Context: an optimization exercise on an open-source flow, tuned for small area. The choices shown serve that exercise and are no tape-out recipe. Power figures rest on the tool's default switching activity, not on a simulated workload.

juniper:
==> flow/design.v (excerpt) <==
module Little_star_music_main(
    input clk ,
    input rst ,
    output reg music_play
    );
    reg rst_q ;
    always @(posedge clk) rst_q <= rst ;
    wire rr = rst | rst_q ;
    reg [17:0] y_C4 ;
    reg p_C4 ;
    wire [17:0] x_C4 = y_C4 ^ 18'h24ccc ;
    wire [17:0] sh_C4 = {~y_C4[16], y_C4[15], ~y_C4[14], ~y_C4[13], y_C4[12], ~y_C4[11], y_C4[10], ~y_C4[9], y_C4[8], ~y_C4[7], y_C4[6], ~y_C4[5], y_C4[4], ~y_C4[3], y_C4[2], ~y_C4[1], y_C4[0], x_C4[17] ^ x_C4[10]} ;
    wire rt_C4 = rr | (((x_C4 ^ 18'h155dd) & 18'h3dbff) == 18'h0) ;
    always @(posedge clk) begin
        p_C4 <= ~rst & (p_C4 ^ rt_C4) ;
        if (rt_C4) y_C4 <= (sh_C4 & 18'h12aaa) | ((p_C4 ? 18'h27333 : 18'h23333) & 18'h2d555) ;
        else y_C4 <= sh_C4 ;
    end
    reg [17:0] y_D4 ;
    reg p_D4 ;
    wire [17:0] x_D4 = y_D4 ^ 18'h332cc ;
    wire [17:0] sh_D4 = {y_D4[16], ~y_D4[15], y_D4[14], ~y_D4[13], y_D4[12], ~y_D4[11], y_D4[10], ~y_D4[9], ~y_D4[8], ~y_D4[7], y_D4[6], ~y_D4[5], y_D4[4], ~y_D4[3], y_D4[2], ~y_D4[1], y_D4[0], x_D4[17] ^ x_D4[10]} ;
    wire rt_D4 = rr | (((x_D4 ^ 18'h762) & 18'h1bff7) == 18'h0) ;
    always @(posedge clk) begin
        p_D4 <= ~rst & (p_D4 ^ rt_D4) ;
        if (rt_D4) y_D4 <= (sh_D4 & 18'h2a8aa) | ((p_D4 ? 18'h33f0c : 18'h33f0c) & 18'h15755) ;
        else y_D4 <= sh_D4 ;
    end
    reg [17:0] y_E4 ;
    reg p_E4 ;
    wire [17:0] x_E4 = y_E4 ^ 18'h2666c ;
    wire [17:0] sh_E4 = {~y_E4[16], y_E4[15], ~y_E4[14], y_E4[13], ~y_E4[12], y_E4[11], ~y_E4[10], y_E4[9], ~y_E4[8], y_E4[7], ~y_E4[6], y_E4[5], ~y_E4[4], ~y_E4[3], y_E4[2], ~y_E4[1], y_E4[0], x_E4[17] ^ x_E4[10]} ;
    wire rt_E4 = rr | (((x_E4 ^ 18'h22f16) & 18'h3ef7b) == 18'h0) ;
    always @(posedge clk) begin
        p_E4 <= ~rst & (p_E4 ^ rt_E4) ;
        if (rt_E4) y_E4 <= (sh_E4 & 18'h1554a) | ((p_E4 ? 18'h21870 : 18'h21870) & 18'h2aab5) ;
        else y_E4 <= sh_E4 ;
    end
    reg [17:0] y_F4 ;
    reg p_F4 ;
    wire [17:0] x_F4 = y_F4 ^ 18'hc92c ;
    wire [17:0] sh_F4 = {y_F4[16], ~y_F4[15], y_F4[14], ~y_F4[13], y_F4[12], ~y_F4[11], ~y_F4[10], y_F4[9], ~y_F4[8], ~y_F4[7], y_F4[6], ~y_F4[5], ~y_F4[4], ~y_F4[3], y_F4[2], ~y_F4[1], y_F4[0], x_F4[17] ^ x_F4[6]} ;
    wire rt_F4 = rr | (((x_F4 ^ 18'h22ac5) & 18'h3afdf) == 18'h0) ;
  ...
export LEC_CHECK = 0
export CAP_MARGIN = 20
export CORE_MARGIN = 2
export CORE_UTILIZATION = 40
export SLEW_MARGIN = 20
create_clock -name core_clock -period 10.0 [get_ports {clk}]
standard.sh (not shown) runs the stock make flow with config.mk's settings and CLKGATE_MAP_FILE= SYNTH_SCRIPT=/design/flow/synth_recipe.tcl, a recipe that flattens the netlist after the stock synthesis.
==> flow/flow/run.sh <==
#!/bin/bash
# Own layout flow: the standard flow, with clock tree synthesis told not
# to add dummy loads and to use small clock buffers. Each tool's output goes to
# the ORFS logs under orfs/logs; the make output goes to standard.log.
set -euo pipefail
export CTS_ARGS="-sink_clustering_enable -repair_clock_nets -dont_use_dummy_load -sink_clustering_size 30 -sink_clustering_max_diameter 150 -buf_list {sky130_fd_sc_hd__clkbuf_2 sky130_fd_sc_hd__clkbuf_4}"
bash standard.sh > standard.log 2>&1
Input changes introduced in lagoon (baseline for comparison: juniper):
==> flow/run.sh (new file) <==
#!/bin/bash
# synth_recipe.tcl (not shown) runs the flow's synth.tcl, then flattens the netlist and writes it again
# the make line also repeats each setting of config.mk as NAME=value (left out here)
make -C /OpenROAD-flow-scripts/flow DESIGN_CONFIG=/design/flow/config.mk WORK_HOME=/design/flow/orfs CLKGATE_MAP_FILE= SYNTH_SCRIPT=/design/flow/synth_recipe.tcl finish
removed: flow/flow/run.sh
removed: flow/standard.sh
## What came out
juniper has a lower internal power summed over all cells than lagoon.
Looking at worst hold slack across lagoon and juniper, the one that comes out lower is juniper.
Clock group share of total power ended up 23 points higher on lagoon than on juniper.
Combinational share of power delta for lagoon relative to juniper: 1.2 points lower
Power: lagoon draws more than juniper
Looking at maximum operating frequency across lagoon and juniper, the one that comes out lower is juniper.
Function was not checked in any run of this note: the RTL went through the layout flow alone.

-- what the ideal ports hide --
How much do the figures lean on ideal ports? The routed layouts below were timed once more, with nothing changed but the port constraints.
Step 1, drivers: a clkbuf_16 drives clk and a buf_2 each remaining input, both assumed.
Step 2 also shifts input and output timing later by t, the mid clock arrival at the registers, as if the neighbouring blocks saw the same clock.
Three values: ideal, step 1, step 2; two values: the first two.
| run | t, ns | setup WS [ns] | hold slack, ns | worst data-port slew with drivers (ns) | cell pins on the clock port's net |
|---|---|---|---|---|---|
| juniper | 0.512 | 6.342 / 6.351 / 5.839 | 0.319 / 0.319 / 0.319 | 0.03 | 1 |
| lagoon | 0.536 | 6.370 / 6.382 / 5.846 | 0.327 / 0.327 / 0.327 | 0.03 | 1 |
After both steps setup and hold are still met in every run listed. For lagoon, which loses most, drivers alone change the setup slack by +0.012 ns; drivers and shift together by -0.524 ns.
